What follows belongs to an exercise in optimizing a design on an open flow for small area, a short achievable clock period and few clock cycles per item; a production flow would make more cautious choices.
The RTL was checked by simulation tests, not by an equivalence proof against the original design.

## run 1
==> flow/design.v (excerpt) <==
module Convolution_without_pipeline(
    clk, rst_n, in_valid,
    In_IFM_1, In_IFM_2, In_IFM_3, In_IFM_4, In_IFM_5, In_IFM_6, In_IFM_7, In_IFM_8, In_IFM_9,
    In_Weight_1, In_Weight_2, In_Weight_3, In_Weight_4, In_Weight_5, In_Weight_6, In_Weight_7, In_Weight_8, In_Weight_9,
    out_valid, Out_OFM
    );
input clk, rst_n;
input in_valid;
input [7:0] In_IFM_1, In_IFM_2, In_IFM_3, In_IFM_4, In_IFM_5, In_IFM_6, In_IFM_7, In_IFM_8, In_IFM_9;
input [7:0] In_Weight_1, In_Weight_2, In_Weight_3, In_Weight_4, In_Weight_5, In_Weight_6, In_Weight_7, In_Weight_8, In_Weight_9;
output reg out_valid;
output [20:0] Out_OFM;
always @(posedge clk or negedge rst_n)
    if (!rst_n) out_valid <= 1'b0;
    else        out_valid <= in_valid;
wire c1, c10, c100, c101, c102, c103, c104, c105, c106, c107, c108, c109, c11, c110, c111, c112;
wire c113, c114, c115, c116, c117, c118, c119, c12, c120, c121, c122, c123, c124, c125, c126, c127;
wire c128, c129, c13, c130, c131, c132, c133, c134, c135, c136, c137, c138, c139, c14, c140, c141;
wire c142, c143, c144, c145, c146, c147, c148, c149, c15, c150, c151, c152, c153, c154, c155, c156;
wire c157, c158, c159, c16, c160, c161, c162, c163, c164, c165, c166, c167, c168, c169, c17, c170;
wire c171, c172, c173, c174, c175, c176, c177, c178, c179, c18, c180, c181, c182, c183, c184, c185;
wire c186, c187, c188, c189, c19, c190, c191, c192, c193, c194, c195, c196, c197, c198, c199, c2;
wire c20, c200, c201, c202, c203, c204, c205, c206, c207, c208, c209, c21, c210, c211, c212, c213;
wire c214, c215, c216, c217, c218, c219, c22, c220, c221, c222, c223, c224, c225, c226, c227, c228;
wire c229, c23, c230, c231, c232, c233, c234, c235, c236, c237, c238, c239, c24, c240, c241, c242;
wire c243, c244, c245, c246, c247, c248, c249, c25, c250, c251, c252, c253, c254, c255, c256, c257;
wire c258, c259, c26, c260, c261, c262, c263, c264, c265, c266, c267, c268, c269, c27, c270, c271;
wire c272, c273, c274, c275, c276, c277, c278, c279, c28, c280, c281, c282, c283, c284, c285, c286;
  ...
For scale: about 1500 cells after synthesis, about 54 flip-flops, about 170 I/O pins, ~17000 um2 of cells after synthesis.
==> flow/config.mk <==
export PLATFORM = sky130hd
export DESIGN_NAME = Convolution_without_pipeline
export DESIGN_NICKNAME = Convolution_without_pipeline
export VERILOG_FILES = /design/flow/design.v
export SDC_FILE = /design/flow/constraint.sdc
export NUM_CORES = 4
export LEC_CHECK = 0
export CAP_MARGIN = 20
export CORE_MARGIN = 2
export CORE_UTILIZATION = 40
export SETUP_SLACK_MARGIN = 4.5
export SLEW_MARGIN = 20
export SYNTH_HIERARCHICAL = 1
export SYNTH_MINIMUM_KEEP_SIZE = 0
==> flow/constraint.sdc <==
create_clock -name core_clock -period 10.0 [get_ports {clk}]
set_input_delay 2.0000 -clock core_clock [delete_from_list [all_inputs] [get_ports {clk}]]
set_output_delay 2.0000 -clock core_clock [all_outputs]
set_load 0.01 [all_outputs]
run.sh (not shown) runs the stock make flow with config.mk's settings and CLKGATE_MAP_FILE= SYNTH_SCRIPT=/design/flow/synth_recipe.tcl, a recipe that flattens the netlist after the stock synthesis.
Run 1 | status: complete | timing, DRC, antenna: pass
Testbench counts of run 1, summed over its fixed seeds: cycles 3,208, items 3,200.
Input changes introduced in run 2 (baseline for comparison: run 1):
- changing SETUP_SLACK_MARGIN from 4.5 to 4.7
==> comparison <==
Result: PASS for each of run 1 and run 2
There was hardly any difference in overall via count from detail_route between run 2 and run 1.
On run 2: number of antenna violations at the first check in global routing is 1 lower than what run 1 gave.
When run 2 is set beside run 1, its signed area change from the synthesized netlist to the final layout turns out to be 4.1 points larger.
On run 2: data arrival time of the critical path is 0.09 ns lower than what run 1 gave.
Of run 1 and run 2, the run reporting the lower post-placement cell area was run 1.
Run 1 and run 2 ended up with nearly the same overall die width.
Diff run 1 -> run 2 | iteration-0 DRC count of the detailed router | up by a little under 10%
The worst setup slack reported for run 2 is greater than that of run 1 by 0.094 ns.
In the reports for run 1 and run 2, the smaller via count of the first global-routing pass belongs to run 2.
### run 2 -> run 3
- swapping 4.7 for 4.2 in SETUP_SLACK_MARGIN
==> flow/flow/run.sh (new file) <==
#!/bin/bash
# Own flow: the standard flow (standard.sh) with its synthesis unchanged.
# The layout steps only differ in two ways:
#  * the delay cells (clkdlybuf4s*, dlygate*, dlymetal*) are not used, so the
#    port buffers and the resizer use ordinary buffers instead;
#  * buffer_ports uses buf_2 for the port buffers.
set -euo pipefail
bash standard.sh synth > synth.log 2>&1
PLATFORM_DONT_USE="sky130_fd_sc_hd__probe_p_8 sky130_fd_sc_hd__probec_p_8 sky130_fd_sc_hd__lpflow_bleeder_1 sky130_fd_sc_hd__lpflow_clkbufkapwr_1 sky130_fd_sc_hd__lpflow_clkbufkapwr_16 sky130_fd_sc_hd__lpflow_clkbufkapwr_2 sky130_fd_sc_hd__lpflow_clkbufkapwr_4 sky130_fd_sc_hd__lpflow_clkbufkapwr_8 sky130_fd_sc_hd__lpflow_clkinvkapwr_1 sky130_fd_sc_hd__lpflow_clkinvkapwr_16 sky130_fd_sc_hd__lpflow_clkinvkapwr_2 sky130_fd_sc_hd__lpflow_clkinvkapwr_4 sky130_fd_sc_hd__lpflow_clkinvkapwr_8 sky130_fd_sc_hd__lpflow_decapkapwr_12 sky130_fd_sc_hd__lpflow_decapkapwr_3 sky130_fd_sc_hd__lpflow_decapkapwr_4 sky130_fd_sc_hd__lpflow_decapkapwr_6 sky130_fd_sc_hd__lpflow_decapkapwr_8 sky130_fd_sc_hd__lpflow_inputiso0n_1 sky130_fd_sc_hd__lpflow_inputiso0p_1 sky130_fd_sc_hd__lpflow_inputiso1n_1 sky130_fd_sc_hd__lpflow_inputiso1p_1 sky130_fd_sc_hd__lpflow_inputisolatch_1 sky130_fd_sc_hd__lpflow_isobufsrc_1 sky130_fd_sc_hd__lpflow_isobufsrc_16 sky130_fd_sc_hd__lpflow_isobufsrc_2 sky130_fd_sc_hd__lpflow_isobufsrc_4 sky130_fd_sc_hd__lpflow_isobufsrc_8 sky130_fd_sc_hd__lpflow_isobufsrckapwr_16 sky130_fd_sc_hd__lpflow_lsbuf_lh_hl_isowell_tap_1 sky130_fd_sc_hd__lpflow_lsbuf_lh_hl_isowell_tap_2 sky130_fd_sc_hd__lpflow_lsbuf_lh_hl_isowell_tap_4 sky130_fd_sc_hd__lpflow_lsbuf_lh_isowell_4 sky130_fd_sc_hd__lpflow_lsbuf_lh_isowell_tap_1 sky130_fd_sc_hd__lpflow_lsbuf_lh_isowell_tap_2 sky130_fd_sc_hd__lpflow_lsbuf_lh_isowell_tap_4"
DELAY_CELLS="sky130_fd_sc_hd__clkdlybuf4s15_1 sky130_fd_sc_hd__clkdlybuf4s15_2 sky130_fd_sc_hd__clkdlybuf4s18_1 sky130_fd_sc_hd__clkdlybuf4s18_2 sky130_fd_sc_hd__clkdlybuf4s25_1 sky130_fd_sc_hd__clkdlybuf4s25_2 sky130_fd_sc_hd__clkdlybuf4s50_1 sky130_fd_sc_hd__clkdlybuf4s50_2 sky130_fd_sc_hd__dlygate4sd1_1 sky130_fd_sc_hd__dlygate4sd2_1 sky130_fd_sc_hd__dlygate4sd3_1 sky130_fd_sc_hd__dlymetal6s2s_1 sky130_fd_sc_hd__dlymetal6s4s_1 sky130_fd_sc_hd__dlymetal6s6s_1"
bash standard.sh "DONT_USE_CELLS=$PLATFORM_DONT_USE $DELAY_CELLS" \
  "BUFFER_PORTS_ARGS=-buffer_cell sky130_fd_sc_hd__buf_2" finish > layout.log 2>&1
==> flow/standard.sh (new file) <==
#!/bin/bash
# synth_recipe.tcl (not shown) runs the flow's synth.tcl, then flattens the netlist and writes it again
# the make line also repeats each setting of config.mk as NAME=value (left out here)
make -C /OpenROAD-flow-scripts/flow DESIGN_CONFIG=/design/flow/config.mk WORK_HOME=/design/flow/orfs CLKGATE_MAP_FILE= SYNTH_SCRIPT=/design/flow/synth_recipe.tcl "${@:-finish}"
removed: flow/run.sh
## What came out
- Number of levels in the clock H-tree: run 2 vs run 3 identical
- Final critical delay including setup and external delays: run 3 vs run 2 up 0.24 ns
- Diff run 2 -> run 3 | final net count | down slightly
- Against run 2, total wirelength of the detailed-routed design in run 3 fell slightly.

* * *

Convolution_without_pipeline, a different RTL version from the one above (not shown whole).
For scale: about 1500 cells after synthesis, about 55 flip-flops, ~17000 um^2 of cells after synthesis.
==> flow/design.v (excerpt) <==
module Convolution_without_pipeline(
    clk, rst_n, in_valid,
    In_IFM_1, In_IFM_2, In_IFM_3, In_IFM_4, In_IFM_5, In_IFM_6, In_IFM_7, In_IFM_8, In_IFM_9,
    In_Weight_1, In_Weight_2, In_Weight_3, In_Weight_4, In_Weight_5, In_Weight_6, In_Weight_7, In_Weight_8, In_Weight_9,
    out_valid, Out_OFM
    );
==> flow/config.mk <==
export PLATFORM = sky130hd
export DESIGN_NAME = Convolution_without_pipeline
export DESIGN_NICKNAME = Convolution_without_pipeline
export VERILOG_FILES = /design/flow/design.v
export SDC_FILE = /design/flow/constraint.sdc
export NUM_CORES = 4
export LEC_CHECK = 0
export CAP_MARGIN = 20
export CORE_MARGIN = 2
export CORE_UTILIZATION = 65
export GPL_ROUTABILITY_DRIVEN = 0
export SETUP_SLACK_MARGIN = 4.4
export SLEW_MARGIN = 20
export SYNTH_HIERARCHICAL = 1
export SYNTH_MINIMUM_KEEP_SIZE = 0
==> flow/constraint.sdc <==
create_clock -name core_clock -period 10.0 [get_ports {clk}]
set_input_delay 2.0000 -clock core_clock [delete_from_list [all_inputs] [get_ports {clk}]]
set_output_delay 2.0000 -clock core_clock [all_outputs]
set_load 0.01 [all_outputs]
standard.sh (not shown) runs the stock make flow with config.mk's settings and CLKGATE_MAP_FILE= SYNTH_SCRIPT=/design/flow/synth_recipe.tcl, a recipe that flattens the netlist after the stock synthesis.
==> flow/flow/run.sh <==
#!/bin/bash
# Own flow: the standard flow (standard.sh) with its synthesis unchanged.
# The layout steps only differ in two ways:
#  * the delay cells (clkdlybuf4s*, dlygate*, dlymetal*) are not used, so the
#    port buffers and the resizer use ordinary buffers instead;
#  * buffer_ports uses buf_2 for the port buffers.
set -euo pipefail
bash standard.sh synth > synth.log 2>&1
PLATFORM_DONT_USE="sky130_fd_sc_hd__probe_p_8 sky130_fd_sc_hd__probec_p_8 sky130_fd_sc_hd__lpflow_bleeder_1 sky130_fd_sc_hd__lpflow_clkbufkapwr_1 sky130_fd_sc_hd__lpflow_clkbufkapwr_16 sky130_fd_sc_hd__lpflow_clkbufkapwr_2 sky130_fd_sc_hd__lpflow_clkbufkapwr_4 sky130_fd_sc_hd__lpflow_clkbufkapwr_8 sky130_fd_sc_hd__lpflow_clkinvkapwr_1 sky130_fd_sc_hd__lpflow_clkinvkapwr_16 sky130_fd_sc_hd__lpflow_clkinvkapwr_2 sky130_fd_sc_hd__lpflow_clkinvkapwr_4 sky130_fd_sc_hd__lpflow_clkinvkapwr_8 sky130_fd_sc_hd__lpflow_decapkapwr_12 sky130_fd_sc_hd__lpflow_decapkapwr_3 sky130_fd_sc_hd__lpflow_decapkapwr_4 sky130_fd_sc_hd__lpflow_decapkapwr_6 sky130_fd_sc_hd__lpflow_decapkapwr_8 sky130_fd_sc_hd__lpflow_inputiso0n_1 sky130_fd_sc_hd__lpflow_inputiso0p_1 sky130_fd_sc_hd__lpflow_inputiso1n_1 sky130_fd_sc_hd__lpflow_inputiso1p_1 sky130_fd_sc_hd__lpflow_inputisolatch_1 sky130_fd_sc_hd__lpflow_isobufsrc_1 sky130_fd_sc_hd__lpflow_isobufsrc_16 sky130_fd_sc_hd__lpflow_isobufsrc_2 sky130_fd_sc_hd__lpflow_isobufsrc_4 sky130_fd_sc_hd__lpflow_isobufsrc_8 sky130_fd_sc_hd__lpflow_isobufsrckapwr_16 sky130_fd_sc_hd__lpflow_lsbuf_lh_hl_isowell_tap_1 sky130_fd_sc_hd__lpflow_lsbuf_lh_hl_isowell_tap_2 sky130_fd_sc_hd__lpflow_lsbuf_lh_hl_isowell_tap_4 sky130_fd_sc_hd__lpflow_lsbuf_lh_isowell_4 sky130_fd_sc_hd__lpflow_lsbuf_lh_isowell_tap_1 sky130_fd_sc_hd__lpflow_lsbuf_lh_isowell_tap_2 sky130_fd_sc_hd__lpflow_lsbuf_lh_isowell_tap_4"
DELAY_CELLS="sky130_fd_sc_hd__clkdlybuf4s15_1 sky130_fd_sc_hd__clkdlybuf4s15_2 sky130_fd_sc_hd__clkdlybuf4s18_1 sky130_fd_sc_hd__clkdlybuf4s18_2 sky130_fd_sc_hd__clkdlybuf4s25_1 sky130_fd_sc_hd__clkdlybuf4s25_2 sky130_fd_sc_hd__clkdlybuf4s50_1 sky130_fd_sc_hd__clkdlybuf4s50_2 sky130_fd_sc_hd__dlygate4sd1_1 sky130_fd_sc_hd__dlygate4sd2_1 sky130_fd_sc_hd__dlygate4sd3_1 sky130_fd_sc_hd__dlymetal6s2s_1 sky130_fd_sc_hd__dlymetal6s4s_1 sky130_fd_sc_hd__dlymetal6s6s_1"
bash standard.sh "DONT_USE_CELLS=$PLATFORM_DONT_USE $DELAY_CELLS" \
  "BUFFER_PORTS_ARGS=-buffer_cell sky130_fd_sc_hd__buf_2" finish > layout.log 2>&1
Testbench counts at the start, summed over its fixed seeds: cycles 3,208, items 3,200.
Edit:
--- a/flow/config.mk
+++ b/flow/config.mk
@@ -8,7 +8,7 @@
 export CAP_MARGIN = 20
 export CORE_MARGIN = 2
-export CORE_UTILIZATION = 65
+export CORE_UTILIZATION = 55
 export GPL_ROUTABILITY_DRIVEN = 0
-export SETUP_SLACK_MARGIN = 4.4
+export SETUP_SLACK_MARGIN = 4.5
 export SLEW_MARGIN = 20
 export SYNTH_HIERARCHICAL = 1
=> The changed run finished clean; fmax went up by about 1.2%; utilization is lower by 9.0 points; global-route usage decreases by 4.8 points; via count fell by about 1.5%; critical path depth went down by 3; final cell count goes up by about 3.3%; first-iteration DRC count is lower by 22%; hold slack gains 0.0078 ns.

[port drivers added, routing unchanged]
In the flow no input, the clock included, has a driving cell. The finished layouts below were timed again as built, in two steps.
Step 1 (the two cells are an assumption about what drives the block):
set clk [get_ports {clk}]
set_driving_cell -lib_cell sky130_fd_sc_hd__clkbuf_16 $clk
set_driving_cell -lib_cell sky130_fd_sc_hd__buf_2 [delete_from_list [all_inputs] $clk]
Step 2, shift: input delay + t, output delay - t, t = (earliest + latest rising clock arrival at the registers) / 2. This alone moves slack from input paths to output paths.
a / b / c = no drivers / after step 1 / after step 2; a / b = the first two.
run | shift t [ns] | slack for setup (ns) | latest minus earliest clock arrival (ns)
run 1 | 0.358 | 4.489 / 4.439 / 4.211 | 0.014 / 0.013
run 2 | 0.355 | 4.583 / 4.537 / 4.382 | 0.013 / 0.013
run 3 | 0.345 | 4.342 / 4.293 / 4.040 | 0.006 / 0.006
the first run of note 2 | 0.360 | 4.494 / 4.446 / 4.158 | 0.007 / 0.007
the second run of note 2 | 0.352 | 4.559 / 4.547 / 4.214 | 0.011 / 0.011
After both steps setup and hold are still met in every run listed. The setup slack of the second run of note 2, which loses most, moves by -0.012 ns with the drivers and by -0.345 ns with both steps.
